What follows belongs to an exercise in optimizing a design on an open flow for small area and a short achievable clock period; a production flow would make more cautious choices.
No functional check of the RTL was part of any run shown here.
No activity file was given, so power comes from the tool's default toggle rates.

===== flow/config.mk =====
export PLATFORM = sky130hd
export DESIGN_NAME = FSA
export DESIGN_NICKNAME = FSA
export VERILOG_FILES = /design/flow/design.v
export SDC_FILE = /design/flow/constraint.sdc
export NUM_CORES = 4
export LEC_CHECK = 0
export CAP_MARGIN = 20
export CORE_MARGIN = 2
export CORE_UTILIZATION = 40
export SETUP_SLACK_MARGIN = 3
export SLEW_MARGIN = 20
export SYNTH_HIERARCHICAL = 1

===== flow/run.sh =====
#!/bin/bash
# synth_recipe.tcl (not shown) runs the flow's synth.tcl, then flattens the netlist and writes it again
# the make line also repeats each setting of config.mk as NAME=value (left out here)
make -C /OpenROAD-flow-scripts/flow DESIGN_CONFIG=/design/flow/config.mk WORK_HOME=/design/flow/orfs CLKGATE_MAP_FILE= SYNTH_SCRIPT=/design/flow/synth_recipe.tcl finish

===== flow/design.v =====
module FSA(clk, rst, Multiplicand, Multiplier, Result);
  input clk, rst;
  input [11:0] Multiplicand;
  input [11:0] Multiplier;
  output reg [23:0] Result;
  wire w1;
  wire w2;
  wire w3;
  wire w4;
  wire w5;
  wire w6;
  wire w7;
  wire w8;
  wire w9;
  wire w10;
  wire w11;
  wire w12;
  wire w13;
  wire w14;
  wire w15;
  wire w16;
  wire w17;
  wire w18;
  wire w19;
  wire w20;
  wire w21;
  wire w22;
  wire w23;
  wire w24;
  wire w25;
  wire w26;
  wire w27;
  wire w28;
  wire w29;
  wire w30;
  wire w31;
  wire w32;
  wire w33;
  wire w34;
  wire w35;
  wire w36;
  wire w37;
  wire w38;
  wire w39;
  wire w40;
  wire w41;
  wire w42;
  wire w43;
  wire w44;
  wire w45;
  wire w46;
  wire w47;
  wire w48;
  wire w49;
  wire w50;
  wire w51;
  wire w52;
  wire w53;
  wire w54;
  wire w55;
  wire w56;
  wire w57;
  wire w58;
  wire w59;
  wire w60;
  wire w61;
  wire w62;
  wire w63;
  wire w64;
  wire w65;
  wire w66;
  wire w67;
  wire w68;
  wire w69;
  wire w70;
  wire w71;
  wire w72;
  wire w73;
  wire w74;
  wire w75;
  wire w76;
  wire w77;
  wire w78;
  wire w79;
  wire w80;
  wire w81;
  wire w82;
  wire w83;
  wire w84;
  wire w85;
  wire w86;
  wire w87;
  wire w88;
  wire w89;
  wire w90;
  wire w91;
  wire w92;
  wire w93;
  wire w94;
  wire w95;
  wire w96;
  wire w97;
  wire w98;
  wire w99;
  wire w100;
  wire w101;
  wire w102;
  wire w103;
  wire w104;
  wire w105;
  wire w106;
  wire w107;
  wire w108;
  wire w109;
  wire w110;
  wire w111;
  wire w112;
  wire w113;
  wire w114;
  wire w115;
  wire w116;
  wire w117;
  wire w118;
  wire w119;
  wire w120;
  wire w121;
  wire w122;
  wire w123;
  wire w124;
  wire w125;
  wire w126;
  wire w127;
  wire w128;
  wire w129;
  wire w130;
  wire w131;
  wire w132;
  wire w133;
  wire w134;
  wire w135;
  wire w136;
  wire w137;
  wire w138;
  wire w139;
  wire w140;
  wire w141;
  wire w142;
  wire w143;
  wire w144;
  wire w145;
  wire w146;
  wire w147;
  wire w148;
  wire w149;
  wire w150;
  wire w151;
  wire w152;
  wire w153;
  wire w154;
  wire w155;
  wire w156;
  wire w157;
  wire w158;
  wire w159;
  wire w160;
  wire w161;
  wire w162;
  wire w163;
  wire w164;
  wire w165;
  wire w166;
  wire w167;
  wire w168;
  wire w169;
  wire w170;
  wire w171;
  wire w172;
  wire w173;
  wire w174;
  wire w175;
  wire w176;
  wire w177;
  wire w178;
  wire w179;
  wire w180;
  wire w181;
  wire w182;
  wire w183;
  wire w184;
  wire w185;
  wire w186;
  wire w187;
  wire w188;
  wire w189;
  wire w190;
  wire w191;
  wire w192;
  wire w193;
  wire w194;
  wire w195;
  wire w196;
  wire w197;
  wire w198;
  wire w199;
  wire w200;
  wire w201;
  wire w202;
  wire w203;
  wire w204;
  wire w205;
  wire w206;
  wire w207;
  wire w208;
  wire w209;
  wire w210;
  wire w211;
  wire w212;
  wire w213;
  wire w214;
  wire w215;
  wire w216;
  wire w217;
  wire w218;
  wire w219;
  wire w220;
  wire w221;
  wire w222;
  wire w223;
  wire w224;
  wire w225;
  wire w226;
  wire w227;
  wire w228;
  wire w229;
  wire w230;
  wire w231;
  wire w232;
  wire w233;
  wire w234;
  wire w235;
  wire w236;
  wire w237;
  wire w238;
  wire w239;
  wire w240;
  wire w241;
  wire w242;
  wire w243;
  wire w244;
  wire w245;
  wire w246;
  wire w247;
  wire w248;
  wire w249;
  wire w250;
  wire w251;
  wire w252;
  wire w253;
  wire w254;
  wire w255;
  wire w256;
  wire w257;
  wire w258;
  wire w259;
  wire w260;
  wire w261;
  wire w262;
  wire w263;
  wire w264;
  wire w265;
  wire w266;
  wire w267;
  wire w268;
  wire w269;
  wire w270;
  wire w271;
  wire w272;
  wire w273;
  wire w274;
  wire w275;
  wire w276;
  wire w277;
  wire w278;
  wire w279;
  wire w280;
  wire w281;
  wire w282;
  wire w283;
  wire w284;
  wire w285;
  wire w286;
  wire w287;
  wire w288;
  wire w289;
  wire w290;
  wire w291;
  wire w292;
  wire w293;
  wire w294;
  wire w295;
  wire w296;
  wire w297;
  wire w298;
  wire w299;
  wire w300;
  wire w301;
  wire w302;
  wire w303;
  wire w304;
  wire w305;
  wire w306;
  wire w307;
  wire w308;
  wire w309;
  wire w310;
  wire w311;
  wire w312;
  wire w313;
  wire w314;
  wire w315;
  wire w316;
  wire w317;
  wire w318;
  wire w319;
  wire w320;
  wire w321;
  wire w322;
  wire w323;
  wire w324;
  wire w325;
  wire w326;
  wire w327;
  wire w328;
  wire w329;
  wire w330;
  wire w331;
  wire w332;
  wire w333;
  wire w334;
  wire w335;
  wire w336;
  wire w337;
  wire w338;
  wire w339;
  wire w340;
  wire w341;
  wire w342;
  wire w343;
  wire w344;
  wire w345;
  wire w346;
  wire w347;
  wire w348;
  wire w349;
  wire w350;
  wire w351;
  wire w352;
  wire w353;
  wire w354;
  wire w355;
  wire w356;
  wire w357;
  wire w358;
  wire w359;
  wire w360;
  wire w361;
  wire w362;
  wire w363;
  wire w364;
  wire w365;
  wire w366;
  wire w367;
  wire w368;
  wire w369;
  wire w370;
  wire w371;
  wire w372;
  wire w373;
  wire w374;
  wire w375;
  wire w376;
  wire w377;
  wire w378;
  wire w379;
  wire w380;
  wire w381;
  wire w382;
  wire w383;
  wire w384;
  wire w385;
  wire w386;
  wire w387;
  wire w388;
  wire w389;
  wire w390;
  wire w391;
  wire w392;
  wire w393;
  wire w394;
  wire w395;
  wire w396;
  wire w397;
  wire w398;
  wire w399;
  wire w400;
  wire w401;
  wire w402;
  wire w403;
  wire w404;
  wire w405;
  wire w406;
  wire w407;
  wire w408;
  wire w409;
  wire w410;
  wire w411;
  wire w412;
  wire w413;
  wire w414;
  wire w415;
  wire w416;
  wire w417;
  wire w418;
  wire w419;
  wire w420;
  wire w421;
  wire w422;
  wire w423;
  wire w424;
  wire w425;
  wire w426;
  wire w427;
  wire w428;
  wire w429;
  wire w430;
  wire w431;
  wire w432;
  wire w433;
  wire w434;
  wire w435;
  wire w436;
  wire w437;
  wire w438;
  wire w439;
  wire w440;
  wire w441;
  wire w442;
  wire w443;
  wire w444;
  wire w445;
  wire w446;
  wire w447;
  wire w448;
  wire w449;
  wire w450;
  wire w451;
  wire w452;
  wire w453;
  wire w454;
  wire w455;
  wire w456;
  wire w457;
  wire w458;
  wire w459;
  wire w460;
  wire w461;
  wire w462;
  wire w463;
  wire w464;
  wire w465;
  wire w466;
  wire w467;
  wire w468;
  wire w469;
  wire w470;
  wire w471;
  wire w472;
  wire w473;
  wire w474;
  wire w475;
  wire w476;
  wire w477;
  wire w478;
  wire w479;
  wire w480;
  wire w481;
  wire w482;
  wire w483;
  wire w484;
  wire w485;
  wire w486;
  wire w487;
  wire w488;
  wire w489;
  wire w490;
  wire w491;
  wire w492;
  wire w493;
  wire w494;
  wire w495;
  wire w496;
  wire w497;
  wire w498;
  wire w499;
  wire w500;
  wire w501;
  wire w502;
  wire w503;
  wire w504;
  wire w505;
  wire w506;
  wire w507;
  wire w508;
  wire w509;
  wire w510;
  wire w511;
  wire w512;
  wire w513;
  wire w514;
  wire w515;
  ND2 u1 (Multiplicand[0], Multiplier[0], w1);
  ND2 u2 (Multiplicand[0], Multiplier[1], w2);
  ND2 u3 (Multiplicand[0], Multiplier[2], w3);
  ND2 u4 (Multiplicand[0], Multiplier[3], w4);
  ND2 u5 (Multiplicand[0], Multiplier[4], w5);
  ND2 u6 (Multiplicand[0], Multiplier[5], w6);
  ND2 u7 (Multiplicand[0], Multiplier[6], w7);
  ND2 u8 (Multiplicand[0], Multiplier[7], w8);
  ND2 u9 (Multiplicand[0], Multiplier[8], w9);
  ND2 u10 (Multiplicand[0], Multiplier[9], w10);
  ND2 u11 (Multiplicand[0], Multiplier[10], w11);
  AN2 u12 (Multiplicand[0], Multiplier[11], w12);
  ND2 u13 (Multiplicand[1], Multiplier[0], w13);
  ND2 u14 (Multiplicand[1], Multiplier[1], w14);
  ND2 u15 (Multiplicand[1], Multiplier[2], w15);
  ND2 u16 (Multiplicand[1], Multiplier[3], w16);
  ND2 u17 (Multiplicand[1], Multiplier[4], w17);
  ND2 u18 (Multiplicand[1], Multiplier[5], w18);
  ND2 u19 (Multiplicand[1], Multiplier[6], w19);
  ND2 u20 (Multiplicand[1], Multiplier[7], w20);
  ND2 u21 (Multiplicand[1], Multiplier[8], w21);
  ND2 u22 (Multiplicand[1], Multiplier[9], w22);
  ND2 u23 (Multiplicand[1], Multiplier[10], w23);
  AN2 u24 (Multiplicand[1], Multiplier[11], w24);
  ND2 u25 (Multiplicand[2], Multiplier[0], w25);
  ND2 u26 (Multiplicand[2], Multiplier[1], w26);
  ND2 u27 (Multiplicand[2], Multiplier[2], w27);
  ND2 u28 (Multiplicand[2], Multiplier[3], w28);
  ND2 u29 (Multiplicand[2], Multiplier[4], w29);
  ND2 u30 (Multiplicand[2], Multiplier[5], w30);
  ND2 u31 (Multiplicand[2], Multiplier[6], w31);
  ND2 u32 (Multiplicand[2], Multiplier[7], w32);
  ND2 u33 (Multiplicand[2], Multiplier[8], w33);
  ND2 u34 (Multiplicand[2], Multiplier[9], w34);
  ND2 u35 (Multiplicand[2], Multiplier[10], w35);
  AN2 u36 (Multiplicand[2], Multiplier[11], w36);
  ND2 u37 (Multiplicand[3], Multiplier[0], w37);
  ND2 u38 (Multiplicand[3], Multiplier[1], w38);
  ND2 u39 (Multiplicand[3], Multiplier[2], w39);
  ND2 u40 (Multiplicand[3], Multiplier[3], w40);
  ND2 u41 (Multiplicand[3], Multiplier[4], w41);
  ND2 u42 (Multiplicand[3], Multiplier[5], w42);
  ND2 u43 (Multiplicand[3], Multiplier[6], w43);
  ND2 u44 (Multiplicand[3], Multiplier[7], w44);
  ND2 u45 (Multiplicand[3], Multiplier[8], w45);
  ND2 u46 (Multiplicand[3], Multiplier[9], w46);
  ND2 u47 (Multiplicand[3], Multiplier[10], w47);
  AN2 u48 (Multiplicand[3], Multiplier[11], w48);
  ND2 u49 (Multiplicand[4], Multiplier[0], w49);
  ND2 u50 (Multiplicand[4], Multiplier[1], w50);
  ND2 u51 (Multiplicand[4], Multiplier[2], w51);
  ND2 u52 (Multiplicand[4], Multiplier[3], w52);
  ND2 u53 (Multiplicand[4], Multiplier[4], w53);
  ND2 u54 (Multiplicand[4], Multiplier[5], w54);
  ND2 u55 (Multiplicand[4], Multiplier[6], w55);
  ND2 u56 (Multiplicand[4], Multiplier[7], w56);
  ND2 u57 (Multiplicand[4], Multiplier[8], w57);
  ND2 u58 (Multiplicand[4], Multiplier[9], w58);
  ND2 u59 (Multiplicand[4], Multiplier[10], w59);
  AN2 u60 (Multiplicand[4], Multiplier[11], w60);
  ND2 u61 (Multiplicand[5], Multiplier[0], w61);
  ND2 u62 (Multiplicand[5], Multiplier[1], w62);
  ND2 u63 (Multiplicand[5], Multiplier[2], w63);
  ND2 u64 (Multiplicand[5], Multiplier[3], w64);
  ND2 u65 (Multiplicand[5], Multiplier[4], w65);
  ND2 u66 (Multiplicand[5], Multiplier[5], w66);
  ND2 u67 (Multiplicand[5], Multiplier[6], w67);
  ND2 u68 (Multiplicand[5], Multiplier[7], w68);
  ND2 u69 (Multiplicand[5], Multiplier[8], w69);
  ND2 u70 (Multiplicand[5], Multiplier[9], w70);
  ND2 u71 (Multiplicand[5], Multiplier[10], w71);
  AN2 u72 (Multiplicand[5], Multiplier[11], w72);
  ND2 u73 (Multiplicand[6], Multiplier[0], w73);
  ND2 u74 (Multiplicand[6], Multiplier[1], w74);
  ND2 u75 (Multiplicand[6], Multiplier[2], w75);
  ND2 u76 (Multiplicand[6], Multiplier[3], w76);
  ND2 u77 (Multiplicand[6], Multiplier[4], w77);
  ND2 u78 (Multiplicand[6], Multiplier[5], w78);
  ND2 u79 (Multiplicand[6], Multiplier[6], w79);
  ND2 u80 (Multiplicand[6], Multiplier[7], w80);
  ND2 u81 (Multiplicand[6], Multiplier[8], w81);
  ND2 u82 (Multiplicand[6], Multiplier[9], w82);
  ND2 u83 (Multiplicand[6], Multiplier[10], w83);
  AN2 u84 (Multiplicand[6], Multiplier[11], w84);
  ND2 u85 (Multiplicand[7], Multiplier[0], w85);
  ND2 u86 (Multiplicand[7], Multiplier[1], w86);
  ND2 u87 (Multiplicand[7], Multiplier[2], w87);
  ND2 u88 (Multiplicand[7], Multiplier[3], w88);
  ND2 u89 (Multiplicand[7], Multiplier[4], w89);
  ND2 u90 (Multiplicand[7], Multiplier[5], w90);
  ND2 u91 (Multiplicand[7], Multiplier[6], w91);
  ND2 u92 (Multiplicand[7], Multiplier[7], w92);
  ND2 u93 (Multiplicand[7], Multiplier[8], w93);
  ND2 u94 (Multiplicand[7], Multiplier[9], w94);
  ND2 u95 (Multiplicand[7], Multiplier[10], w95);
  AN2 u96 (Multiplicand[7], Multiplier[11], w96);
  ND2 u97 (Multiplicand[8], Multiplier[0], w97);
  ND2 u98 (Multiplicand[8], Multiplier[1], w98);
  ND2 u99 (Multiplicand[8], Multiplier[2], w99);
  ND2 u100 (Multiplicand[8], Multiplier[3], w100);
  ND2 u101 (Multiplicand[8], Multiplier[4], w101);
  ND2 u102 (Multiplicand[8], Multiplier[5], w102);
  ND2 u103 (Multiplicand[8], Multiplier[6], w103);
  ND2 u104 (Multiplicand[8], Multiplier[7], w104);
  ND2 u105 (Multiplicand[8], Multiplier[8], w105);
  ND2 u106 (Multiplicand[8], Multiplier[9], w106);
  ND2 u107 (Multiplicand[8], Multiplier[10], w107);
  AN2 u108 (Multiplicand[8], Multiplier[11], w108);
  ND2 u109 (Multiplicand[9], Multiplier[0], w109);
  ND2 u110 (Multiplicand[9], Multiplier[1], w110);
  ND2 u111 (Multiplicand[9], Multiplier[2], w111);
  ND2 u112 (Multiplicand[9], Multiplier[3], w112);
  ND2 u113 (Multiplicand[9], Multiplier[4], w113);
  ND2 u114 (Multiplicand[9], Multiplier[5], w114);
  ND2 u115 (Multiplicand[9], Multiplier[6], w115);
  ND2 u116 (Multiplicand[9], Multiplier[7], w116);
  ND2 u117 (Multiplicand[9], Multiplier[8], w117);
  ND2 u118 (Multiplicand[9], Multiplier[9], w118);
  ND2 u119 (Multiplicand[9], Multiplier[10], w119);
  AN2 u120 (Multiplicand[9], Multiplier[11], w120);
  ND2 u121 (Multiplicand[10], Multiplier[0], w121);
  ND2 u122 (Multiplicand[10], Multiplier[1], w122);
  ND2 u123 (Multiplicand[10], Multiplier[2], w123);
  ND2 u124 (Multiplicand[10], Multiplier[3], w124);
  ND2 u125 (Multiplicand[10], Multiplier[4], w125);
  ND2 u126 (Multiplicand[10], Multiplier[5], w126);
  ND2 u127 (Multiplicand[10], Multiplier[6], w127);
  ND2 u128 (Multiplicand[10], Multiplier[7], w128);
  ND2 u129 (Multiplicand[10], Multiplier[8], w129);
  ND2 u130 (Multiplicand[10], Multiplier[9], w130);
  ND2 u131 (Multiplicand[10], Multiplier[10], w131);
  AN2 u132 (Multiplicand[10], Multiplier[11], w132);
  AN2 u133 (Multiplicand[11], Multiplier[0], w133);
  AN2 u134 (Multiplicand[11], Multiplier[1], w134);
  AN2 u135 (Multiplicand[11], Multiplier[2], w135);
  AN2 u136 (Multiplicand[11], Multiplier[3], w136);
  AN2 u137 (Multiplicand[11], Multiplier[4], w137);
  AN2 u138 (Multiplicand[11], Multiplier[5], w138);
  AN2 u139 (Multiplicand[11], Multiplier[6], w139);
  AN2 u140 (Multiplicand[11], Multiplier[7], w140);
  AN2 u141 (Multiplicand[11], Multiplier[8], w141);
  AN2 u142 (Multiplicand[11], Multiplier[9], w142);
  AN2 u143 (Multiplicand[11], Multiplier[10], w143);
  ND2 u144 (Multiplicand[11], Multiplier[11], w144);
  XNOR2 u145 (w3, w14, w145);
  OR2 u146 (w3, w14, w146);
  FA u148 (w4, w15, w26, w147, w148);
  XNOR2 u149 (w37, w146, w149);
  OR2 u150 (w37, w146, w150);
  FA u152 (w5, w16, w27, w151, w152);
  FA u154 (w38, w49, w148, w153, w154);
  XNOR2 u155 (w150, w151, w155);
  OR2 u156 (w150, w151, w156);
  FA u158 (w6, w17, w28, w157, w158);
  FA u160 (w39, w50, w61, w159, w160);
  FA u162 (w152, w157, w159, w161, w162);
  XNOR2 u163 (w156, w154, w163);
  OR2 u164 (w156, w154, w164);
  FA u166 (w7, w18, w29, w165, w166);
  FA u168 (w40, w51, w62, w167, w168);
  FA u170 (w73, w158, w160, w169, w170);
  FA u172 (w165, w167, w162, w171, w172);
  XNOR2 u173 (w169, w164, w173);
  OR2 u174 (w169, w164, w174);
  FA u176 (w8, w19, w30, w175, w176);
  FA u178 (w41, w52, w63, w177, w178);
  FA u180 (w74, w85, w166, w179, w180);
  FA u182 (w168, w175, w177, w181, w182);
  FA u184 (w170, w179, w181, w183, w184);
  XNOR2 u185 (w174, w172, w185);
  OR2 u186 (w174, w172, w186);
  FA u188 (w9, w20, w31, w187, w188);
  FA u190 (w42, w53, w64, w189, w190);
  FA u192 (w75, w86, w97, w191, w192);
  FA u194 (w176, w178, w187, w193, w194);
  FA u196 (w189, w191, w180, w195, w196);
  FA u198 (w182, w193, w195, w197, w198);
  XNOR2 u199 (w184, w186, w199);
  OR2 u200 (w184, w186, w200);
  FA u202 (w10, w21, w32, w201, w202);
  FA u204 (w43, w54, w65, w203, w204);
  FA u206 (w76, w87, w98, w205, w206);
  FA u208 (w109, w188, w190, w207, w208);
  FA u210 (w192, w201, w203, w209, w210);
  FA u212 (w205, w194, w207, w211, w212);
  FA u214 (w209, w196, w211, w213, w214);
  XNOR2 u215 (w200, w198, w215);
  OR2 u216 (w200, w198, w216);
  FA u218 (w11, w22, w33, w217, w218);
  FA u220 (w44, w55, w66, w219, w220);
  FA u222 (w77, w88, w99, w221, w222);
  FA u224 (w110, w121, w202, w223, w224);
  FA u226 (w204, w206, w217, w225, w226);
  FA u228 (w219, w221, w208, w227, w228);
  FA u230 (w210, w223, w225, w229, w230);
  FA u232 (w212, w227, w229, w231, w232);
  XNOR2 u233 (w214, w231, w233);
  OR2 u234 (w214, w231, w234);
  FA u236 (w23, w34, w45, w235, w236);
  FA u238 (w56, w67, w78, w237, w238);
  FA u240 (w89, w100, w111, w239, w240);
  FA u242 (w122, w12, w133, w241, w242);
  FA u244 (w218, w220, w222, w243, w244);
  FA u246 (w235, w237, w239, w245, w246);
  FA u248 (w241, w224, w226, w247, w248);
  FA u250 (w243, w245, w228, w249, w250);
  FA u252 (w247, w230, w249, w251, w252);
  XNOR2 u253 (w232, w234, w253);
  OR2 u254 (w232, w234, w254);
  HA u256 (w35, w46, w255, w256);
  FA u258 (w57, w68, w79, w257, w258);
  FA u260 (w90, w101, w112, w259, w260);
  FA u262 (w123, w24, w134, w261, w262);
  FA u264 (w255, w236, w238, w263, w264);
  FA u266 (w240, w257, w259, w265, w266);
  FA u268 (w242, w261, w244, w267, w268);
  FA u270 (w246, w263, w265, w269, w270);
  FA u272 (w248, w267, w269, w271, w272);
  FA u274 (w250, w271, w252, w273, w274);
  FA u276 (w47, w58, w69, w275, w276);
  FA u278 (w80, w91, w102, w277, w278);
  FA u280 (w113, w124, w36, w279, w280);
  FA u282 (w135, w256, w258, w281, w282);
  FA u284 (w260, w275, w277, w283, w284);
  FA u286 (w262, w279, w264, w285, w286);
  FA u288 (w266, w281, w283, w287, w288);
  FA u290 (w268, w285, w270, w289, w290);
  FA u292 (w287, w272, w289, w291, w292);
  FA u294 (w59, w70, w81, w293, w294);
  FA u296 (w92, w103, w114, w295, w296);
  FA u298 (w125, w48, w136, w297, w298);
  FA u300 (w276, w278, w293, w299, w300);
  FA u302 (w295, w280, w297, w301, w302);
  FA u304 (w282, w284, w299, w303, w304);
  FA u306 (w301, w286, w288, w305, w306);
  FA u308 (w303, w290, w305, w307, w308);
  FA u310 (w71, w82, w93, w309, w310);
  FA u312 (w104, w115, w126, w311, w312);
  FA u314 (w60, w137, w294, w313, w314);
  FA u316 (w296, w309, w311, w315, w316);
  FA u318 (w298, w300, w313, w317, w318);
  FA u320 (w315, w302, w317, w319, w320);
  FA u322 (w304, w306, w319, w321, w322);
  FA u324 (w83, w94, w105, w323, w324);
  FA u326 (w116, w127, w72, w325, w326);
  FA u328 (w138, w310, w312, w327, w328);
  FA u330 (w323, w325, w314, w329, w330);
  FA u332 (w316, w327, w318, w331, w332);
  FA u334 (w329, w331, w320, w333, w334);
  FA u336 (w95, w106, w117, w335, w336);
  FA u338 (w128, w84, w139, w337, w338);
  FA u340 (w324, w335, w326, w339, w340);
  FA u342 (w337, w328, w339, w341, w342);
  FA u344 (w330, w341, w332, w343, w344);
  FA u346 (w107, w118, w129, w345, w346);
  FA u348 (w96, w140, w336, w347, w348);
  FA u350 (w345, w338, w347, w349, w350);
  FA u352 (w340, w349, w342, w351, w352);
  FA u354 (w119, w130, w108, w353, w354);
  FA u356 (w141, w346, w353, w355, w356);
  FA u358 (w348, w355, w350, w357, w358);
  FA u360 (w131, w120, w142, w359, w360);
  FA u362 (w354, w359, w356, w361, w362);
  FA u364 (w132, w143, w360, w363, w364);
  NR2 u365 (w2, w13, w365);
  XOR2 u366 (w2, w13, w366);
  NR2 u367 (w25, w145, w367);
  XOR2 u368 (w25, w145, w368);
  NR2 u369 (w147, w149, w369);
  XOR2 u370 (w147, w149, w370);
  NR2 u371 (w153, w155, w371);
  XOR2 u372 (w153, w155, w372);
  NR2 u373 (w161, w163, w373);
  XOR2 u374 (w161, w163, w374);
  NR2 u375 (w171, w173, w375);
  XOR2 u376 (w171, w173, w376);
  NR2 u377 (w183, w185, w377);
  XOR2 u378 (w183, w185, w378);
  NR2 u379 (w197, w199, w379);
  XOR2 u380 (w197, w199, w380);
  NR2 u381 (w213, w215, w381);
  XOR2 u382 (w213, w215, w382);
  NR2 u383 (w216, w233, w383);
  XOR2 u384 (w216, w233, w384);
  NR2 u385 (w251, w253, w385);
  XOR2 u386 (w251, w253, w386);
  NR2 u387 (w254, w273, w387);
  XOR2 u388 (w254, w273, w388);
  NR2 u389 (w274, w291, w389);
  XOR2 u390 (w274, w291, w390);
  NR2 u391 (w292, w307, w391);
  XOR2 u392 (w292, w307, w392);
  NR2 u393 (w308, w321, w393);
  XOR2 u394 (w308, w321, w394);
  NR2 u395 (w322, w333, w395);
  XOR2 u396 (w322, w333, w396);
  NR2 u397 (w334, w343, w397);
  XOR2 u398 (w334, w343, w398);
  NR2 u399 (w344, w351, w399);
  XOR2 u400 (w344, w351, w400);
  NR2 u401 (w352, w357, w401);
  XOR2 u402 (w352, w357, w402);
  NR2 u403 (w358, w361, w403);
  XOR2 u404 (w358, w361, w404);
  NR2 u405 (w362, w363, w405);
  XOR2 u406 (w362, w363, w406);
  NR2 u407 (w144, w364, w407);
  XOR2 u408 (w144, w364, w408);
  AOI21 u409 (w368, w365, w367, w409);
  AOI21 u410 (w372, w369, w371, w410);
  ND2 u411 (w372, w370, w411);
  AOI21 u412 (w376, w373, w375, w412);
  ND2 u413 (w376, w374, w413);
  AOI21 u414 (w380, w377, w379, w414);
  ND2 u415 (w380, w378, w415);
  AOI21 u416 (w384, w381, w383, w416);
  ND2 u417 (w384, w382, w417);
  AOI21 u418 (w388, w385, w387, w418);
  ND2 u419 (w388, w386, w419);
  AOI21 u420 (w392, w389, w391, w420);
  ND2 u421 (w392, w390, w421);
  AOI21 u422 (w396, w393, w395, w422);
  ND2 u423 (w396, w394, w423);
  AOI21 u424 (w400, w397, w399, w424);
  ND2 u425 (w400, w398, w425);
  AOI21 u426 (w404, w401, w403, w426);
  ND2 u427 (w404, w402, w427);
  AOI21 u428 (w408, w405, w407, w428);
  ND2 u429 (w408, w406, w429);
  INV u430 (w409, w430);
  AOI21 u431 (w370, w430, w369, w431);
  OAI21 u432 (w411, w409, w410, w432);
  INV u433 (w412, w433);
  AOI21 u434 (w378, w433, w377, w434);
  INV u435 (w413, w435);
  ND2 u436 (w378, w435, w436);
  OAI21 u437 (w415, w412, w414, w437);
  NR2 u438 (w415, w413, w438);
  INV u439 (w416, w439);
  AOI21 u440 (w386, w439, w385, w440);
  INV u441 (w417, w441);
  ND2 u442 (w386, w441, w442);
  OAI21 u443 (w419, w416, w418, w443);
  NR2 u444 (w419, w417, w444);
  INV u445 (w420, w445);
  AOI21 u446 (w394, w445, w393, w446);
  INV u447 (w421, w447);
  ND2 u448 (w394, w447, w448);
  OAI21 u449 (w423, w420, w422, w449);
  NR2 u450 (w423, w421, w450);
  INV u451 (w424, w451);
  AOI21 u452 (w402, w451, w401, w452);
  INV u453 (w425, w453);
  ND2 u454 (w402, w453, w454);
  OAI21 u455 (w427, w424, w426, w455);
  NR2 u456 (w427, w425, w456);
  AOI21 u457 (w374, w432, w373, w457);
  INV u458 (w432, w458);
  OAI21 u459 (w413, w458, w412, w459);
  OAI21 u460 (w436, w458, w434, w460);
  AOI21 u461 (w438, w432, w437, w461);
  AOI21 u462 (w390, w443, w389, w462);
  ND2 u463 (w390, w444, w463);
  INV u464 (w443, w464);
  OAI21 u465 (w421, w464, w420, w465);
  INV u466 (w444, w466);
  NR2 u467 (w421, w466, w467);
  OAI21 u468 (w448, w464, w446, w468);
  NR2 u469 (w448, w466, w469);
  AOI21 u470 (w450, w443, w449, w470);
  ND2 u471 (w450, w444, w471);
  AOI21 u472 (w406, w455, w405, w472);
  ND2 u473 (w406, w456, w473);
  INV u474 (w455, w474);
  OAI21 u475 (w429, w474, w428, w475);
  INV u476 (w456, w476);
  NR2 u477 (w429, w476, w477);
  INV u478 (w461, w478);
  AOI21 u479 (w382, w478, w381, w479);
  OAI21 u480 (w417, w461, w416, w480);
  OAI21 u481 (w442, w461, w440, w481);
  AOI21 u482 (w444, w478, w443, w482);
  OAI21 u483 (w463, w461, w462, w483);
  AOI21 u484 (w467, w478, w465, w484);
  AOI21 u485 (w469, w478, w468, w485);
  OAI21 u486 (w471, w461, w470, w486);
  AOI21 u487 (w398, w486, w397, w487);
  INV u488 (w486, w488);
  OAI21 u489 (w425, w488, w424, w489);
  OAI21 u490 (w454, w488, w452, w490);
  AOI21 u491 (w456, w486, w455, w491);
  OAI21 u492 (w473, w488, w472, w492);
  AOI21 u493 (w477, w486, w475, w493);
  XNOR2 u494 (w368, w365, w494);
  XOR2 u495 (w370, w409, w495);
  XOR2 u496 (w372, w431, w496);
  XNOR2 u497 (w374, w432, w497);
  XOR2 u498 (w376, w457, w498);
  XNOR2 u499 (w378, w459, w499);
  XNOR2 u500 (w380, w460, w500);
  XOR2 u501 (w382, w461, w501);
  XOR2 u502 (w384, w479, w502);
  XNOR2 u503 (w386, w480, w503);
  XNOR2 u504 (w388, w481, w504);
  XOR2 u505 (w390, w482, w505);
  XNOR2 u506 (w392, w483, w506);
  XOR2 u507 (w394, w484, w507);
  XOR2 u508 (w396, w485, w508);
  XNOR2 u509 (w398, w486, w509);
  XOR2 u510 (w400, w487, w510);
  XNOR2 u511 (w402, w489, w511);
  XNOR2 u512 (w404, w490, w512);
  XOR2 u513 (w406, w491, w513);
  XNOR2 u514 (w408, w492, w514);
  INV u515 (w493, w515);
  wire [23:0] prodn = {w515, w514, w513, w512, w511, w510, w509, w508, w507, w506, w505, w504, w503, w502, w501, w500, w499, w498, w497, w496, w495, w494, ~w366, w1};
  always @(posedge clk) begin
    if (rst)
      Result <= 24'd0;
    else
      Result <= ~prodn;
  end
endmodule
module AN2(a, b, y);
  input a, b;
  output y;
  assign y = a & b;
endmodule
module AOI21(a1, a2, b, y);
  input a1, a2, b;
  output y;
  assign y = ~((a1 & a2) | b);
endmodule
module INV(a, y);
  input a;
  output y;
  assign y = ~a;
endmodule
module ND2(a, b, y);
  input a, b;
  output y;
  assign y = ~(a & b);
endmodule
module NR2(a, b, y);
  input a, b;
  output y;
  assign y = ~(a | b);
endmodule
module OAI21(a1, a2, b, y);
  input a1, a2, b;
  output y;
  assign y = ~((a1 | a2) & b);
endmodule
module OR2(a, b, y);
  input a, b;
  output y;
  assign y = a | b;
endmodule
module XNOR2(a, b, y);
  input a, b;
  output y;
  assign y = ~(a ^ b);
endmodule
module XOR2(a, b, y);
  input a, b;
  output y;
  assign y = a ^ b;
endmodule
module FA(a, b, c, s, co);
  input a, b, c;
  output s, co;
  assign s = a ^ b ^ c;
  assign co = (a & b) | (a & c) | (b & c);
endmodule
module HA(a, b, s, co);
  input a, b;
  output s, co;
  assign s = a ^ b;
  assign co = a & b;
endmodule

===== flow/constraint.sdc =====
create_clock -name core_clock -period 10.0 [get_ports {clk}]
set_input_delay 2.0000 -clock core_clock [delete_from_list [all_inputs] [get_ports {clk}]]
set_output_delay 2.0000 -clock core_clock [all_outputs]
set_load 0.01 [all_outputs]

==> results of run 1 <==
Yosys stat by module (local to each module, per instance):
module	times used	flops+latches
FSA	1	24
FA	99	0
HA	1	0
AOI21	28	0
XNOR2	21	0
XOR2	32	0
AN2	22	0
OR2	10	0
OAI21	17	0
INV	17	0
ND2	139	0
NR2	29	0
worst min-delay path, stage by stage:
cell	delay [ns]
clkbuf_2	0.22
nand2_1	0.12
nor2_1	0.05
logic make-up (layout without fill, tap and decap cells):
kind of cell | Yosys count | count (layout) | synth area share
AND/OR/NAND/NOR | 224 | 224 | 0.2158
adder cells (fa/ha/maj) | 100 | 100 | 0.4661
XOR/XNOR | 53 | 53 | 0.1085
AO/OA/AOI/OAI | 45 | 45 | 0.07719
flip-flops | 24 | 24 | 0.1123
buffers and inverters | 19 | 70 | 0.02017
worst max path at each step:
stage	from	end	slack [ns]	cells past startpoint
global placement	Multiplicand[0]	Result[20]	2.57	17
floorplan	Multiplicand[0]	Result[20]	3.78	16
detailed placement	Multiplicand[0]	Result[22]	2.44	17
global route	Multiplier[2]	Result[22]	3.01	17
CTS	Multiplier[3]	Result[22]	3.04	17
finish	Multiplier[3]	Result[22]	3.44	17
power groups by stage:
stage	registers, uW	clock network [uW]	logic (uW)
finish	145	83.1	1270
global route	148	90.4	1440
CTS	146	86.2	1280
detailed placement	149	0	1270
global placement	149	0	1260
floorplan	167	0	970
Yosys cell counts:
cell type / count
a21oi_2: 28
and2_1: 22
buf_6: 2
dfxtp_1: 24
fa_1: 99
ha_1: 1
inv_1: 17
nand2_1: 139
nor2_1: 52
nor2b_1: 1
o21ai_1: 17
or2_1: 10
xnor2_1: 21
xor2_1: 32
routing by layer:
layer / GRT usage / share of wire
met4: 0.05220 / 0.028
met3: 0.02482 / 0.037
met2: 0.3662 / 0.54
met5: 0 / 0
met1: 0.2178 / 0.39
what timing repair did:
action                     in CTS  in global routing
gates resized for setup        16                 36
gates cloned                    0                  0
setup endpoints to repair       5                  9
hold buffers                    0                  0
area by class of cell:
class	count	area, sq um	share of cell area
Timing Repair Buffer	49	430.4	0.08727
Multi-Input combinational cell	422	3716	0.7534
Clock buffer	3	41.29	0.008371
Tap cell	136	170.2	0.03450
Inverter	17	63.81	0.01294
Clock inverter	1	30.03	0.006088
Sequential cell	24	480.5	0.09741
metrics by stage:
| stage | area (sq um) | utilization | total power (uW) | instances | hold WS (ns) |
|---|---|---|---|---|---|
| after floorplan | 4279 | - | 1137 | 465 | 2.067 |
| after global placement | 4917 | 0.4742 | 1405 | 648 | 2.736 |
| after detailed placement | 4917 | 0.4742 | 1420 | 648 | 2.737 |
| after CTS | 4974 | 0.4796 | 1514 | 652 | 2.375 |
| after global routing | 4932 | 0.4756 | 1675 | 652 | 2.183 |
| final | 4932 | 0.4756 | 1495 | 652 | 2.159 |
==> impl_metrics.py, run 1 <==
metrics = {
    "place": {
        "port-buffer-count": 49,
        "dpl.hpwl_microns": 8086,
        "routabilityCongestion": 0.8275,
        "pre_cts_ws_ns": 2.444,
    },
    "run_status": {
        "status": "complete, no violations",
    },
    "cells_and_area": {
        "regMostFlops": "Result",
        "final_layout_size_suffix_gt1_frac": 0.09302,
        "reg.largest.list": "Result x24",
        "layout_common_cells": "139 x nand2_1, 99 x fa_1, 52 x nor2_1",
        "layout_commonest_cell": "nand2_1",
        "n_antenna_cell": 0,
        "largest_reg_flops": 24,
        "fillerInstances": 1011,
        "layout.nets": 643,
        "syn2layout_area_growth_pct": 15.26,
    },
    "timing": {
        "slew_violations": 0,
        "final_hold_viol_count": 0,
        "fin_crit_sh": 0.6562,
        "relSlewSlack": 0.4685,
        "min_period_ns": 6.562,
        "worst_slack_ns": 3.438,
        "rsz0062_at_grt": "false",
        "fmax_mhz": 152.4,
        "tightest_slew_ns": 0.7947,
        "setup_viol": 0,
        "fin_setup_tns_ns": 0,
    },
    "worst_setup_path": {
        "cp-start-kind": "primary input",
        "path_cells": "dlymetal6s2s_1 > nand2_1 > fa_1 > fa_1 > fa_1 > fa_1 > fa_1 > fa_1 > xor2_1 > nand2_1 > nor2_1 > nand2_1 > o21ai_2 > inv_1 > o21ai_1 > xnor2_1 > nor2_1",
        "cp_common_cell": "fa_1",
        "critPathArrivalTime_ns": 6.69,
        "endpoint_kind": "flip-flop",
        "crit_slowest_cell": "fa_1",
        "slowest_delay_ns": 0.53,
        "cpLargestDelayFamily": "adder cells",
        "cp_max_fo": 12,
        "critPathKind": "in -> reg",
        "cp.required_ns": 10.13,
        "critPathBufInv": 2,
    },
    "synthesis": {
        "syn-cell-area_sq_um": 4279,
        "yosys_warnings": 7,
        "synth.area.top_cells": "fa_1 46%, nand2_1 12%, dfxtp_1 11%",
        "synth_top_area_cell": "fa_1",
        "synth_area_per_cell_sq_um": 9.202,
        "synthDistinctLibCells": 14,
        "synth_seq_cells": 24,
        "synth_top_area_frac": 0.4632,
        "ys_seq_area_frac": 0.1123,
        "synth_nets": 591,
        "synth_cells": 465,
    },
    "routing": {
        "via_per_inst": 5.066,
        "ant_nets": 0,
        "drcViolationCount": 0,
        "wl_per_cell_microns": 15.40,
        "vias": 3303,
        "drtIter0Drc": 79,
        "wirelength_microns": 10040,
        "dr.pass1.iters": 6,
    },
    "worst_hold_path": {
        "min-delay-start": "Multiplicand[0]",
        "min_path_cells": 3,
        "min_to": "Result[0]",
        "min_path_type": "in -> reg",
    },
    "clocking": {
        "cts_max_path_buffers": 2,
        "cts_root_buf": "clkbuf_8",
        "cts_tree": "done",
        "htreeDepth": 1,
        "numCtsBuffers": 3,
        "postCtsSetupBuffers": 0,
        "cts.clk_slew.worst_paths_ns": 0.08,
        "cts_sinks": 24,
    },
    "power_and_ir_drop": {
        "power_density_nw_per_um2": 303.0,
        "p_seq_frac": 0.097,
        "p_sw_frac": 0.5141,
        "internal_power_uw": 726.2,
        "p_comb_frac": 0.847,
        "total_leakage_power_uw": 0.001866,
        "p_switching_uw": 768.4,
        "clockPowerShare": 0.056,
        "ir_worst_vdd_uv": 211.9,
    },
    "global_routing": {
        "grt_max_degree": 25,
        "antenna_found_initial": 0,
        "gr-total-overflow": 0,
        "first_global_vias": 3778,
        "grtUsageTotal": 0.1896,
        "grt_pass1_wl_microns": 17080,
    },
    "job": {
        "max_cap_viol_count": 0,
    },
    "floorplanning": {
        "initial_core_util": 0.4126,
        "die_y_microns": 107.4,
        "core_sq_um": 10370,
        "chipWidth_microns": 107.4,
        "rows": 37,
        "ios": 50,
        "die_area_sq_um": 11540,
    },
}
==> run 2: changes to the inputs <==
==> flow/flow/run.sh (new file) <==
#!/bin/bash
# Own layout flow: the standard layout (standard.sh), except that the
# port buffers are small buffers instead of the resizer's default choice.
# Each tool's output goes to a log of its own here (make.log holds the ORFS
# make run, with its per-step logs under orfs/logs).
set -euo pipefail
BUF=${PORT_BUF:-sky130_fd_sc_hd__buf_1}
bash standard.sh "BUFFER_PORTS_ARGS=-buffer_cell $BUF" finish > make.log 2>&1
==> flow/standard.sh (new file) <==
#!/bin/bash
# synth_recipe.tcl (not shown) runs the flow's synth.tcl, then flattens the netlist and writes it again
# the make line also repeats each setting of config.mk as NAME=value (left out here)
make -C /OpenROAD-flow-scripts/flow DESIGN_CONFIG=/design/flow/config.mk WORK_HOME=/design/flow/orfs CLKGATE_MAP_FILE= SYNTH_SCRIPT=/design/flow/synth_recipe.tcl "${@:-finish}"
removed: flow/run.sh
==> impl_metrics.py, run 2 <==
metrics = {
    "synthesis": {
        "async_flop_share": 0,
        "synth_compound_area_frac": 0.07719,
        "synth_xor_area_frac": 0.1085,
        "synth_top_family_by_area": "adder cells",
        "synth_commonest_cells": "139 x nand2_1, 99 x fa_1, 52 x nor2_1",
        "synth_nets": 591,
        "synth.area.top_cells": "fa_1 46%, nand2_1 12%, dfxtp_1 11%",
        "synth-simple-area-share": 0.2158,
        "synth_most_common_cell": "nand2_1",
        "synth_edf_count": 0,
        "synth_seq_cells": 24,
        "synth_top_area_frac": 0.4632,
        "synthAdderAreaFrac": 0.4661,
        "synthDistinctLibCells": 14,
        "yosys_warnings": 7,
        "synth_cells": 465,
        "syn-cell-area_sq_um": 4279,
        "synthMuxAreaShare": 0,
        "ys_seq_area_frac": 0.1123,
        "synth_area_per_cell_sq_um": 9.202,
        "synth_top_area_cell": "fa_1",
        "synthFlopType": "dfxtp_1",
    },
    "worst_setup_path": {
        "cp.required_ns": 10.12,
        "cp_max_fo": 12,
        "cp-start-kind": "primary input",
        "critPathArrivalTime_ns": 6.78,
        "critPathKind": "in -> reg",
        "endpoint_kind": "flip-flop",
    },
    "clocking": {
        "htreeDepth": 1,
        "cts_sinks": 24,
        "cts_tree": "done",
        "numCtsBuffers": 3,
        "post_cts_resized": 1,
        "cts-hold-fix-buffers": 0,
        "cts_root_buf": "clkbuf_8",
        "postCtsSetupBuffers": 0,
        "cts.clk_slew.worst_paths_ns": 0.08,
        "cts_max_path_buffers": 2,
    },
    "floorplanning": {
        "rows": 37,
        "die_y_microns": 107.4,
        "chipWidth_microns": 107.4,
        "initial_core_util": 0.4126,
        "core_sq_um": 10370,
        "ios": 50,
        "die_area_sq_um": 11540,
    },
    "global_routing": {
        "grt.busiest_layer": "met2",
        "grt_max_degree": 25,
        "gr-usage-met2": 0.3693,
        "gr-total-overflow": 0,
        "grt_util_met1": 0.2082,
        "first_global_vias": 3698,
        "grtUsageTotal": 0.1876,
        "antenna_found_initial": 0,
        "grt_pass1_wl_microns": 16980,
        "grt.met3_usage": 0.02542,
    },
    "timing": {
        "relSlewSlack": 0.3744,
        "fin_setup_tns_ns": 0,
        "setup_viol": 0,
        "final_hold_viol_count": 0,
        "fmax_mhz": 150.0,
        "fin_crit_sh": 0.6667,
        "worst_slack_ns": 3.333,
        "rsz0062_at_grt": "false",
        "tightest_slew_ns": 0.9385,
        "min_period_ns": 6.667,
        "slew_violations": 0,
    },
    "worst_hold_path": {
        "min_path_cells": 3,
        "min_path_type": "in -> reg",
    },
    "run_status": {
        "status": "complete, no violations",
    },
    "place": {
        "routabilityCongestion": 0.8596,
        "dpl.hpwl_microns": 8119,
        "placed_cell_area_sq_um": 4611,
        "pre_cts_ws_ns": 2.723,
        "port-buffer-count": 49,
    },
    "cells_and_area": {
        "reg.largest.list": "Result x24",
        "layout.nets": 643,
        "multiInputGateArea_sq_um": 3716,
        "regMostFlops": "Result",
        "layout_commonest_cell": "nand2_1",
        "final_layout_size_suffix_gt1_frac": 0.09884,
        "n_antenna_cell": 0,
        "layout_common_cells": "139 x nand2_1, 99 x fa_1, 52 x nor2_1",
        "syn2layout_area_growth_pct": 9.649,
        "largest_reg_flops": 24,
        "final_core_util": 0.4525,
        "seq_area_sq_um": 480.5,
        "fillerInstances": 1040,
        "stdcell_area_sq_um": 4692,
    },
    "routing": {
        "wirelength_microns": 9942,
        "drcViolationCount": 0,
        "drtIter0Drc": 156,
        "dr.pass1.iters": 4,
        "vias": 3309,
        "via_per_inst": 5.075,
        "ant_nets": 0,
        "wl_per_cell_microns": 15.25,
    },
    "power_and_ir_drop": {
        "p_total_uw": 1420,
        "power_density_nw_per_um2": 302.7,
        "ir_worst_vdd_uv": 224.7,
        "total_leakage_power_uw": 0.001726,
    },
    "job": {
        "max_cap_viol_count": 0,
    },
}
run 2: worst paths after layout:
kind | startpoint | end | slack, ns
hold / removal | Multiplicand[0] | Result[0] | 2.13
setup / recovery | Multiplicand[9] | Result[20] | 3.33
run 2: metrics by stage:
step | instances | hold WS (ns)
2_1_floorplan | 465 | 2.067
3_5_place_dp | 648 | 2.387
6_report | 652 | 2.127
5_1_grt | 652 | 2.124
3_3_place_gp | 648 | 2.389
4_1_cts | 652 | 2.125
run 2: per-layer routing:
| layer | vias up | wire, microns |
|---|---|---|
| met2 | 97 | 5495 |
| met5 | - | 0 |
| met3 | 20 | 369 |
| met1 | 1665 | 3813 |
| met4 | 0 | 263 |
| li1 | 1527 | - |
run 2: worst max-delay path: stages:
cell	delay (ns)
buf_1	0.50
nand2_1	0.14
fa_1	0.53
fa_1	0.44
fa_1	0.56
fa_1	0.45
fa_1	0.55
xor2_1	0.30
nand2_1	0.12
nor2_1	0.27
nand2_1	0.10
o21ai_2	0.29
inv_1	0.13
o21ai_1	0.18
xnor2_1	0.14
nor2_1	0.06
run 2: final cells by class:
type / instances / share of cell area
Clock buffer: 4 / 0.01173
Inverter: 17 / 0.01360
Multi-Input combinational cell: 422 / 0.7920
Sequential cell: 24 / 0.1024
Tap cell: 136 / 0.03627
Timing Repair Buffer: 49 / 0.04400
run 2: modules after synthesis, one instance, submodules excluded:
module,area (sq um),flops+latches,copies in the design,cells inside
AN2,6.256,0,22,1
HA,12.51,0,1,1
OR2,6.256,0,10,1
ND2,3.754,0,139,1
AOI21,8.758,0,28,1
XOR2,8.758,0,32,1
XNOR2,8.758,0,21,1
INV,3.754,0,17,1
FSA,595.6,24,1,50
FA,20.02,0,99,1
OAI21,5.005,0,17,1
NR2,3.754,0,29,1
run 2: logic make-up after synthesis:
kind of cell             Yosys count
XOR/XNOR                          53
AO/OA/AOI/OAI                     45
AND/OR/NAND/NOR                  224
adder cells (fa/ha/maj)          100
buffers and inverters             19
flip-flops                        24
run 2: power breakdown:
| group | switching (uW) | internal [uW] |
|---|---|---|
| Combinational | 719 | 492 |
| Sequential | 8.17 | 138 |
| Clock | 28.2 | 35.1 |
| Total | 755 | 665 |
==> run 3: changes to the inputs <==
--- a/flow/config.mk
+++ b/flow/config.mk
@@ -8,6 +8,6 @@
 export CAP_MARGIN = 20
 export CORE_MARGIN = 2
 export CORE_UTILIZATION = 40
-export SETUP_SLACK_MARGIN = 3
+export SETUP_SLACK_MARGIN = 4
 export SLEW_MARGIN = 20
 export SYNTH_HIERARCHICAL = 1
==> impl_metrics.py, run 3 <==
metrics = {
    "clocking": {
        "cts_sinks": 24,
        "cts_root_buf": "clkbuf_8",
        "cts.clk_slew.worst_paths_ns": 0.08,
        "cts-hold-fix-buffers": 0,
        "cts_tree": "done",
        "cts_max_path_buffers": 2,
        "htreeDepth": 1,
        "numCtsBuffers": 3,
    },
    "place": {
        "placed_cell_area_sq_um": 4636,
        "routabilityCongestion": 0.8290,
        "dpl.hpwl_microns": 8166,
        "port-buffer-count": 49,
    },
    "timing": {
        "min_period_ns": 5.898,
        "fin_setup_tns_ns": 0,
        "fin_crit_sh": 0.5898,
        "relSlewSlack": 0.3611,
        "final_hold_viol_count": 0,
        "slew_violations": 0,
        "tightest_slew_ns": 0.9583,
        "rsz0062_at_grt": "true",
        "setup_viol": 0,
        "hold_ws_ns": 2.022,
        "fmax_mhz": 169.6,
    },
    "floorplanning": {
        "ios": 50,
        "chipWidth_microns": 107.4,
        "die_y_microns": 107.4,
        "core_sq_um": 10370,
        "rows": 37,
        "die_area_sq_um": 11540,
        "initial_core_util": 0.4126,
    },
    "routing": {
        "via_per_inst": 5.074,
        "wirelength_microns": 10680,
        "vias": 3445,
        "wl_per_cell_microns": 15.72,
        "drcViolationCount": 0,
        "dr.pass1.iters": 4,
        "ant_nets": 0,
        "drtIter0Drc": 130,
    },
    "cells_and_area": {
        "reg.largest.list": "Result x24",
        "regMostFlops": "Result",
        "n_antenna_cell": 0,
        "layout.nets": 670,
        "fillerInstances": 960,
        "stdcell_area_sq_um": 5336,
        "layout_commonest_cell": "nand2_1",
        "largest_reg_flops": 24,
        "final_layout_size_suffix_gt1_frac": 0.2136,
        "layout_common_cells": "131 x nand2_1, 90 x fa_1, 50 x nor2_1",
        "syn2layout_area_growth_pct": 24.71,
    },
    "global_routing": {
        "grtUsageTotal": 0.1973,
        "first_global_vias": 3848,
        "grt_max_degree": 25,
        "grt_pass1_wl_microns": 17820,
        "gr-total-overflow": 0,
        "antenna_found_initial": 0,
    },
    "worst_hold_path": {
        "min_path_type": "in -> reg",
    },
    "power_and_ir_drop": {
        "ir_worst_vdd_uv": 240.2,
        "p_total_uw": 1798,
        "power_density_nw_per_um2": 336.9,
        "total_leakage_power_uw": 0.002001,
    },
    "synthesis": {
        "synthFlopType": "dfxtp_1",
        "async_flop_share": 0,
        "syn-cell-area_sq_um": 4279,
        "synth_top_area_cell": "fa_1",
        "synth_edf_count": 0,
        "synth_most_common_cell": "nand2_1",
        "synth_top_area_frac": 0.4632,
        "synth_nets": 591,
        "synth_seq_cells": 24,
        "synth_area_per_cell_sq_um": 9.202,
        "synth.area.top_cells": "fa_1 46%, nand2_1 12%, dfxtp_1 11%",
        "synthDistinctLibCells": 14,
        "ys_seq_area_frac": 0.1123,
        "synth_cells": 465,
        "synth_commonest_cells": "139 x nand2_1, 99 x fa_1, 52 x nor2_1",
        "yosys_warnings": 7,
    },
    "worst_setup_path": {
        "cp.required_ns": 10.12,
        "critPathArrivalTime_ns": 6.02,
        "cp_max_fo": 10,
        "endpoint_kind": "flip-flop",
        "cp-start-kind": "primary input",
        "critPathKind": "in -> reg",
    },
    "job": {
        "max_cap_viol_count": 0,
    },
    "run_status": {
        "status": "complete, no violations",
    },
}
-- run 3: per-stage QoR --
step / utilization / instances / setup WS, ns
finish: 0.5146 / 679 / 4.102
global route: 0.5146 / 679 / 3.928
CTS: 0.4704 / 657 / 4.007
detailed placement: 0.4470 / 648 / 3.007
global placement: 0.4470 / 648 / 3.125
floorplan: - / 465 / 4.007
-- run 3: path summary, 6_finish.rpt --
path	start	to	slack (ns)	depth (start not counted)
worst min-delay path	Multiplicand[0]	Result[0]	2.02	3
worst max-delay path	Multiplicand[8]	Result[18]	4.10	16
-- run 3: cell families after synthesis --
kind of cell / share of synthesized area
fa+ha+maj: 0.4661
flops: 0.1123
xor+xnor: 0.1085
compound gates: 0.07719
simple gates: 0.2158
buf+inv: 0.02017
-- run 3: worst max-delay path, stage by stage --
cell and delay [ns]:
buf_12 0.10, nand2_2 0.06, fa_1 0.49, fa_1 0.58
fa_1 0.48, fa_1 0.55, fa_2 0.47, xor2_2 0.21
a21oi_2 0.20, o21ai_4 0.11, a21oi_4 0.16, o21ai_4 0.09
buf_6 0.15, a21oi_2 0.12, xor2_1 0.16, nor2_1 0.06
-- run 3: layout make-up --
cell class	instances	area, sq um	share of cell area
repair buffers	76	676.9	0.1268
multi-input cells	422	3890	0.7290
inverters	17	63.81	0.01196
clock buffers	4	55.05	0.01032
well taps	136	170.2	0.03189
flip-flops and latches	24	480.5	0.09004
-- run 3: power by group --
group,total (uW),switching [uW],internal [uW]
clock,64.1,29.0,35.1
combinational,1590,885,703
sequential,146,7.59,138
-- run 3: what timing repair did --
action / CTS / global route
pin swaps: 9 / 22
setup endpoints to repair: 11 / 9
gates cloned: 0 / 1
setup buffers: 5 / 21
resized for setup: 54 / 73
-- run 3: Yosys stat by module (local to each module, per instance) --
module  copies in the design  cells inside
AOI21                     28             1
OR2                       10             1
FSA                        1            50
XOR2                      32             1
NR2                       29             1
INV                       17             1
HA                         1             1
AN2                       22             1
FA                        99             1
XNOR2                     21             1
OAI21                     17             1
ND2                      139             1
-- run 3: per-layer routing --
layer	vias to the layer above	share of wire	global-route usage
met4	0	0.023	0.04579
met2	100	0.56	0.3901
li1	1577	-	-
met3	20	0.044	0.02603
met5	-	0	0
met1	1748	0.37	0.2223
==> run 4: changes to the inputs <==
--- a/flow/config.mk
+++ b/flow/config.mk
@@ -8,6 +8,6 @@
 export CAP_MARGIN = 20
 export CORE_MARGIN = 2
 export CORE_UTILIZATION = 40
-export SETUP_SLACK_MARGIN = 4
+export SETUP_SLACK_MARGIN = 5
 export SLEW_MARGIN = 20
 export SYNTH_HIERARCHICAL = 1
==> impl_metrics.py, run 4 <==
metrics = {
    "routing": {
        "ant_nets": 0,
        "vias": 3502,
        "drcViolationCount": 0,
        "met1_length_microns": 4530,
        "met3_length_microns": 393,
        "dr.pass1.iters": 4,
        "via_per_inst": 4.996,
        "top_layer": "met4",
        "wl_per_cell_microns": 16.63,
        "wl_met2_microns": 6547,
        "drtIter0Drc": 139,
        "wirelength_microns": 11660,
    },
    "worst_setup_path": {
        "critPathArrivalTime_ns": 5.98,
        "cp.required_ns": 10.12,
        "critPathKind": "in -> reg",
        "crit_slowest_cell": "fa_1",
        "cp-start-kind": "primary input",
        "slowest_delay_ns": 0.57,
        "path_cells": "buf_12 > nand2_2 > fa_1 > fa_1 > fa_1 > fa_1 > or2_4 > or2_4 > xor2_4 > a21oi_2 > o21ai_4 > a21oi_2 > o21ai_4 > buf_6 > a21oi_4 > xor2_1 > nor2_1",
        "endpoint_kind": "flip-flop",
        "cp_common_cell": "fa_1",
        "cp_max_fo": 6,
    },
    "global_routing": {
        "grt_pass1_wl_microns": 18840,
        "grt_max_degree": 25,
        "antenna_found_initial": 0,
        "gr-total-overflow": 0,
        "grtUsageTotal": 0.2095,
        "first_global_vias": 3925,
    },
    "synthesis": {
        "synthFlopType": "dfxtp_1",
        "async_flop_share": 0,
        "synth_edf_count": 0,
        "synth_top_family_by_area": "adder cells",
        "synthAdderAreaFrac": 0.4661,
        "synth_xor_area_frac": 0.1085,
        "synth_top_area_cell": "fa_1",
        "synth_top_area_frac": 0.4632,
        "synth_commonest_cells": "139 x nand2_1, 99 x fa_1, 52 x nor2_1",
        "synth_cells": 465,
        "synth_seq_cells": 24,
        "synth_compound_area_frac": 0.07719,
        "synthMuxAreaShare": 0,
        "yosys_warnings": 7,
        "synth_most_common_cell": "nand2_1",
        "synthDistinctLibCells": 14,
        "synth.area.top_cells": "fa_1 46%, nand2_1 12%, dfxtp_1 11%",
        "synth_area_per_cell_sq_um": 9.202,
        "synth_nets": 591,
        "synth-simple-area-share": 0.2158,
        "ys_seq_area_frac": 0.1123,
        "syn-cell-area_sq_um": 4279,
    },
    "cells_and_area": {
        "final_layout_size_suffix_gt1_frac": 0.3204,
        "final_core_util": 0.5632,
        "regMostFlops": "Result",
        "n_antenna_cell": 0,
        "layout_common_cells": "115 x nand2_1, 77 x fa_1, 47 x nor2_1",
        "stdcell_count": 701,
        "syn2layout_area_growth_pct": 36.49,
        "stdcell_area_sq_um": 5841,
        "layout_commonest_cell": "nand2_1",
        "layout.nets": 692,
        "largest_reg_flops": 24,
        "reg.largest.list": "Result x24",
    },
    "place": {
        "dpl.hpwl_microns": 8110,
        "pre_cts_ws_ns": 3.116,
        "placed_cell_area_sq_um": 4713,
        "dp_cells": 648,
        "port-buffer-count": 49,
        "routabilityCongestion": 0.8167,
    },
    "floorplanning": {
        "ios": 50,
        "initial_core_util": 0.4126,
        "chipWidth_microns": 107.4,
        "die_y_microns": 107.4,
        "rows": 37,
        "core_sq_um": 10370,
        "die_area_sq_um": 11540,
    },
    "timing": {
        "tightest_slew_ns": 1.003,
        "rsz0062_at_grt": "true",
        "fin_crit_sh": 0.5857,
        "fin_setup_tns_ns": 0,
        "slew_violations": 0,
        "setup_viol": 0,
        "fmax_mhz": 170.7,
        "min_period_ns": 5.857,
        "final_hold_viol_count": 0,
        "relSlewSlack": 0.3310,
        "worst_slack_ns": 4.143,
    },
    "power_and_ir_drop": {
        "total_leakage_power_uw": 0.002204,
        "ir_worst_vdd_uv": 261.1,
        "power_density_nw_per_um2": 368.0,
    },
    "worst_hold_path": {
        "min_path_type": "in -> reg",
    },
    "job": {
        "max_cap_viol_count": 0,
    },
    "clocking": {
        "cts-hold-fix-buffers": 0,
        "cts_max_path_buffers": 2,
        "htreeDepth": 1,
        "cts_tree": "done",
        "cts_root_buf": "clkbuf_8",
        "cts_sinks": 24,
        "numCtsBuffers": 3,
        "cts.clk_slew.worst_paths_ns": 0.08,
    },
    "run_status": {
        "status": "complete, no violations",
    },
}
==> run 4: cell counts after synthesis <==
Identical to the previous run, type by type.
==> run 4: kinds of logic (layout without fill, tap and decap cells) <==
| kind of cell | Yosys count | count (layout) |
|---|---|---|
| AO/OA/AOI/OAI | 45 | 45 |
| XOR/XNOR | 53 | 53 |
| flip-flops | 24 | 24 |
| buffers and inverters | 19 | 119 |
| adder cells (fa/ha/maj) | 100 | 100 |
| AND/OR/NAND/NOR | 224 | 224 |
==> run 4: critical path, delay by kind of cell <==
kind                       cells  cell delay, ns
and+or+nand+nor                4            0.65
adders and majority gates      4            1.95
buffers and inverters          2            0.23
AOI/OAI and AO/OA              5            0.76
xor gates and xnor gates       2            0.37
==> run 4: worst paths after layout <==
path	startpoint	to	slack [ns]	depth (start not counted)
max	Multiplicand[2]	Result[21]	4.14	17
min	Multiplicand[0]	Result[0]	2.01	3
==> run 4: through the flow <==
| stage | hold slack (ns) | total power [uW] |
|---|---|---|
| finish | 2.012 | 2150 |
| global route | 2.019 | 2346 |
| CTS | 2.009 | 1775 |
| detailed placement | 2.389 | 1446 |
| global placement | 2.389 | 1426 |
| floorplan | 2.067 | 1208 |
==> run 4: repair_timing <==
action,in CTS,in global routing
pin swaps,35,66
setup endpoints to repair,17,15
gates cloned,2,1
buffers inserted,24,22
resized for setup,117,63
==> run 4: area by class of cell <==
class | count | area, sq um
clock buffer | 4 | 55.05
tap | 136 | 170.2
inverter | 17 | 66.31
sequential | 24 | 480.5
multi-input combinational | 422 | 4109
timing repair buffer | 98 | 959.7
fill | 919 | 4529
==> run 4: Yosys stat by module, one instance, submodules excluded <==
module,flip-flops and latches,cell area [sq um]
XNOR2,0,8.758
FA,0,20.02
NR2,0,3.754
HA,0,12.51
OR2,0,6.256
FSA,24,595.6
INV,0,3.754
AOI21,0,8.758
XOR2,0,8.758
OAI21,0,5.005
ND2,0,3.754
AN2,0,6.256
==> run 4: per-layer routing <==
metal | vias to the layer above | global-route usage
li1 | 1631 | -
met1 | 1780 | 0.2487
met2 | 75 | 0.4100
met3 | 16 | 0.02361
met4 | 0 | 0.03388
met5 | - | 0
==> run 4: report_power, final <==
| group | switching [uW] | internal [uW] | leakage (uW) | total, uW |
|---|---|---|---|---|
| Combinational | 1010 | 929 | 0.00198 | 1940 |
| Clock | 29.6 | 35.1 | 0.0000288 | 64.7 |
| Sequential | 8.10 | 138 | 0.000200 | 146 |

==> separate check: timing with driven ports <==
The results above use ideal ports. As a check the final layouts listed here were re-extracted and re-timed, cells and wires unchanged. Step 1: set_driving_cell puts a clkbuf_16 on clk and a buf_2 on each other input, an assumption about the parent block. Step 2 adds t to the input delays and takes it off the output delays; t is the mean of the earliest and latest rising clock arrival at the registers after step 1. Input paths then give back, and output paths get back, about the clock's delay inside the block. a / b / c = ideal / step 1 / step 2; a / b = the first two.
| run | t (ns) | setup slack, ns | worst setup path after step 2 | latest minus earliest clock arrival (ns) | worst data-port slew with drivers (ns) |
|---|---|---|---|---|---|
| run 1 | 0.290 | 3.438 / 3.447 / 3.156 | input to register | 0.005 / 0.005 | 0.03 |
| run 2 | 0.284 | 3.333 / 3.335 / 3.051 | input to register | 0.001 / 0.002 | 0.03 |
| run 3 | 0.286 | 4.102 / 4.061 / 3.775 | input to register | 0.002 / 0.002 | 0.11 |
| run 4 | 0.287 | 4.143 / 4.041 / 3.754 | input to register | 0.005 / 0.004 | 0.16 |
After both steps every run listed still meets setup and hold. For run 4, which loses most, drivers alone change the setup slack by -0.102 ns; drivers and shift together by -0.389 ns.
